This design comes from an exercise in tuning for small area, a short achievable clock period and few clock cycles per item on the open sky130 flow, not from production work. At most, simulation tests tie the RTL to the original design; equivalence was not proved.

Setup of job 8178:
==> flow/design.v <==
module divider(quotient, remainder, done, divisor, dividend, start, clk, rst);
    output reg [31:0] quotient, remainder;
    input [31:0] divisor, dividend;
    input start, clk, rst;
    output done;
    reg        busy;
    reg [31:0] B;        
    reg [4:0]  cnt;      
    function [5:0] clz;
        input [31:0] x;
        integer i;
        begin
            clz = 6'd32;
            for (i = 0; i < 32; i = i + 1)
                if (x[i]) clz = 6'd31 - i;
        end
    endfunction
    wire [5:0] za = clz(dividend);
    wire [5:0] zb = clz(divisor);
    wire [6:0] sd = {1'b0, zb} - {1'b0, za};
    wire       quick = sd[6] | zb[5];          
    wire [4:0] s = sd[4:0];
    wire [32:0] diff = {1'b0, remainder} - {1'b0, B};
    wire        qbit = ~diff[32];
    assign done = ~busy;
    always_ff @(posedge clk, negedge rst) begin
        if (~rst)
            busy <= 1'b0;
        else if (busy)
            busy <= (cnt != 5'd0);
        else
            busy <= start & ~quick;
    end
    always_ff @(posedge clk) begin
        if (busy) begin
            B <= B >> 1;
            cnt <= cnt - 5'd1;
            quotient <= {quotient[30:0], qbit};
            if (qbit) remainder <= diff[31:0];
        end else begin
            B <= divisor << s;
            cnt <= s;
            if (start) begin
                quotient <= 32'd0;
                remainder <= dividend;
            end
        end
    end
endmodule
Settings: LEC_CHECK=0, CAP_MARGIN=20, CORE_MARGIN=2, CORE_UTILIZATION=40, PLACE_DENSITY=0.6, SLEW_MARGIN=20; clock period 5.0 ns.
run.sh (not shown) runs the stock make flow with config.mk's settings and CLKGATE_MAP_FILE= SYNTH_SCRIPT=/design/flow/synth_recipe.tcl, a recipe that flattens the netlist after the stock synthesis.
Input changes introduced in job 6758 (baseline for comparison: job 8178):
- SETUP_SLACK_MARGIN newly set to 1.0
[summary]
Comparing job 8178 and job 6758, overall fraction of global-route tracks in use is lower on job 8178.
Going from job 8178 to job 6758, post-placement cell count dropped about 0.54%; final worst slack increased by 0.18 ns relative to the old numbers.
Input changes introduced in job 4873 (baseline for comparison: job 6758):
- SETUP_SLACK_MARGIN now 2.0, was 1.0
## What came out
Compared with job 6758, job 4873 has extra setup slack.
Delta (job 4873 minus job 6758): number of signal-net inverters in the final layout fell by about 1.6%; minimum clock period fell by 0.029 ns; clock distribution area overhead in the final layout fell by 0.51 points; summed area of non-filler cells in the final layout rose by 900 um2.
When job 4873 is measured against job 6758, its final non-filler cell total turns out 69 higher.
Function was not checked in any run of this note: the RTL went through the layout flow alone.

========
Setup of run 1:
divider, a different RTL version from the one above (not shown whole).
Size in the first run: roughly 1400 cells after synthesis, ~130 I/O pins, roughly 9000 um^2 of cells after synthesis.
export LEC_CHECK = 0
export ABC_AREA = 1
export CAP_MARGIN = 20
export CORE_MARGIN = 2
export CORE_UTILIZATION = 40
export CTS_BUF_LIST = sky130_fd_sc_hd__clkbuf_8
export PLACE_DENSITY = 0.6
export SETUP_SLACK_MARGIN = 2.6
export SLEW_MARGIN = 20
export BUFFER_PORTS_ARGS = -buffer_cell sky130_fd_sc_hd__buf_1
create_clock -name core_clock -period 5.0 [get_ports {clk}]
standard.sh (not shown) runs the stock make flow with config.mk's settings and CLKGATE_MAP_FILE= SYNTH_SCRIPT=/design/flow/synth_recipe.tcl, a recipe that flattens the netlist after the stock synthesis.
==> flow/flow/run.sh <==
#!/bin/bash
# Own layout flow: the standard synthesis unchanged, then the standard ORFS
# steps with a few extra ORFS settings (flow/extra.mk) appended to config.mk
# after synthesis, so that synthesis is exactly the standard flow's.
set -euo pipefail
here="$(pwd)"
bash standard.sh synth > "$here/log_synth.txt" 2>&1
cat flow/extra.mk >> config.mk
bash standard.sh > "$here/log_layout.txt" 2>&1
==> flow/flow/extra.mk <==
export BUFFER_PORTS_ARGS = -buffer_cell sky130_fd_sc_hd__buf_1
## Diff of input files: run 2 against run 1
Settings: swapping 2.6 for 2.5 in SETUP_SLACK_MARGIN.
==> notes.md <==
Compared to run 1, run 2 leaves more free space in the core. Run 2 has completed all stages; timing, DRC and antenna checks passed. Lower post-route non-filler standard cell count goes to run 2 over run 1. Compared to run 1, run 2 has wire length on met2 about 2.6% lower. Diff run 1 -> run 2 | quantity of gates resized following cts | decrease of 11. Run 2 against run 1: sequential share of layout area grew by 1.2 points; via count shrank by about 3.4%; final clock period utilization by the worst path shrank by 0.76 points; worst hold slack shrank by 12 ps.
[inputs] run 3 vs run 2
Settings: a deleted CTS_BUF_LIST that had been sky130_fd_sc_hd__clkbuf_8; a change of SETUP_SLACK_MARGIN from 2.5 to 2.6.
On via total after detailed routing: run 3 sits above run 2.
Compared to run 2, run 3 has transition time at the pin with the least slew margin 150 ps higher.
Run 3 can be clocked slower than run 2.
In run 3 the final cell count turned out 11 higher than in run 2.
Between run 2 and run 3, area of all placed cells without fillers increased.
Detailed-placement wirelength estimate up 0.33% in run 3 wrt run 2
[compare] base=run 2 new=run 3: wire length after detailed routing rose by 2.3%.
No run of this note included a check of the RTL's function; only the layout flow was run.

========
Setup of P:
divider, a different RTL version from the one above (not shown whole).
Size in the first run: about 110 flip-flops, ~130 I/O pins.
// divider
module divider(quotient, remainder, done, divisor, dividend, start, clk, rst);
export LEC_CHECK = 0
export ABC_AREA = 1
export CAP_MARGIN = 20
export CORE_MARGIN = 2
export CORE_UTILIZATION = 40
export PLACE_DENSITY = 0.6
export SETUP_SLACK_MARGIN = 3.0
export SLEW_MARGIN = 20
export BUFFER_PORTS_ARGS = -buffer_cell sky130_fd_sc_hd__buf_1
create_clock -name core_clock -period 5.0 [get_ports {clk}]
Scripts as last shown in full above: flow/flow/run.sh, flow/flow/extra.mk
Testbench counts of P, summed over its fixed seeds: cycles 15,180, items 2,048.
Modified inputs, Q compared to P
--- a/flow/config.mk
+++ b/flow/config.mk
@@ -11,3 +11,4 @@
-export CORE_UTILIZATION = 40
-export PLACE_DENSITY = 0.6
-export SETUP_SLACK_MARGIN = 3.0
+export CORE_UTILIZATION = 60
+export CTS_BUF_LIST = sky130_fd_sc_hd__clkbuf_8
+export PLACE_DENSITY = 0.7
+export SETUP_SLACK_MARGIN = 2.6
==> comparison <==
- Q vs. P: initial detailed-routing violation count rose about 4%; wire length fell by 16%; critical path arrival has increased; cell count decreased about 10%.
- Relative to P, met1 demand-to-capacity share in global routing has increased by 12 points in Q.
- Reported for P and Q, setup violation total in the final timing report turned out identical to the last digit.
- What Q reported for area of the die has to be multiplied by 1.5 to get the figure for P.
- Diff P..Q | adder and majority cell fraction of the synthesized area | unchanged
- Re final critical-path share of the clock period: Q is 1.6 points up on P.
- Diff P -> Q | post-route standard cell area excluding fillers | decrease of 0.0024 mm2
- Total of plain and repair buffers excluding clock buffers went down by more than a quarter going from P to Q.
Here is what was changed in the inputs of R compared with Q.
--- a/flow/config.mk
+++ b/flow/config.mk
@@ -11,4 +11,3 @@
-export CORE_UTILIZATION = 60
-export CTS_BUF_LIST = sky130_fd_sc_hd__clkbuf_8
-export PLACE_DENSITY = 0.7
-export SETUP_SLACK_MARGIN = 2.6
+export CORE_UTILIZATION = 40
+export PLACE_DENSITY = 0.6
+export SETUP_SLACK_MARGIN = 2.5
Diff Q -> R: core utilization went down 24 points, setup slack shows a reduction of 0.069 ns, area of all placed cells without fillers dropped 110 um2.
#### Input delta (S over R)
--- a/flow/config.mk
+++ b/flow/config.mk
@@ -13 +13 @@
-export SETUP_SLACK_MARGIN = 2.5
+export SETUP_SLACK_MARGIN = 2.4
## What came out
Across both runs, synthesis-to-layout area growth was lower for S than for R. Compared to R, S shows a narrower setup margin. S vs R, met1 layer wirelength in the final routing went down by 130 um. Sort R and S by total met3 wirelength after detailed routing desc -> top: R. [S] critical path depth fell 1 relative to R. Cell with the largest stage delay on the worst path = fa_2: R; cell with the largest stage delay on the worst path = ha_1: S. Status: clock tree cell share of total cell area parity (R, S). S completed; timing, DRC and antenna clean.
#### Input delta (T over S)
--- a/flow/config.mk
+++ b/flow/config.mk
@@ -13 +13 @@
-export SETUP_SLACK_MARGIN = 2.4
+export SETUP_SLACK_MARGIN = 2.2
==> notes.md <==
Summary — portion of the clock cycle consumed by the worst path in the final layout, T relative to S: higher, by 4.0 points.
In the reports for S and T, the smaller met2 track utilization from global routing belongs to T.

[port drivers added, routing unchanged]
How much do the figures lean on ideal ports? The routed layouts below were timed once more, with nothing changed but the port constraints.
Step 1 assumes that a clkbuf_16 drives the clock port and a buf_2 every other input.
Step 2 adds t to the input delays and takes it off the output delays; t is the mean of the earliest and latest rising clock arrival at the registers after step 1. Input paths then give back, and output paths get back, about the clock's delay inside the block.
Three values: ideal, step 1, step 2; two values: the first two.
| run | shift t [ns] | setup slack, ns | clock arrival spread, ns | worst register clock-pin slew, ns |
|---|---|---|---|---|
| job 8178 | 0.407 | 0.244 / 0.266 / -0.141 | 0.012 / 0.012 | 0.09 / 0.09 |
| job 6758 | 0.401 | 0.420 / 0.422 / 0.021 | 0.008 / 0.008 | 0.08 / 0.08 |
| job 4873 | 0.391 | 0.449 / 0.449 / 0.059 | 0.013 / 0.013 | 0.08 / 0.08 |
| run 1 | 0.433 | 2.504 / 2.504 / 2.175 | 0.009 / 0.009 | 0.11 / 0.11 |
| run 2 | 0.443 | 2.542 / 2.542 / 2.110 | 0.018 / 0.018 | 0.12 / 0.12 |
| run 3 | 0.408 | 2.527 / 2.527 / 2.230 | 0.011 / 0.011 | 0.08 / 0.08 |
| P | 0.410 | 2.656 / 2.656 / 2.592 | 0.011 / 0.010 | 0.08 / 0.08 |
| Q | 0.441 | 2.578 / 2.565 / 2.297 | 0.020 / 0.019 | 0.12 / 0.12 |
| R | 0.418 | 2.508 / 2.508 / 2.221 | 0.014 / 0.014 | 0.09 / 0.09 |
| S | 0.417 | 2.427 / 2.427 / 2.190 | 0.012 / 0.011 | 0.09 / 0.09 |
| T | 0.417 | 2.229 / 2.229 / 2.204 | 0.015 / 0.015 | 0.09 / 0.09 |
Met with ideal ports but missed after step 2: setup timing in job 8178. The setup slack of run 2, which loses most, moves by 0.000 ns with the drivers and by -0.432 ns with both steps.
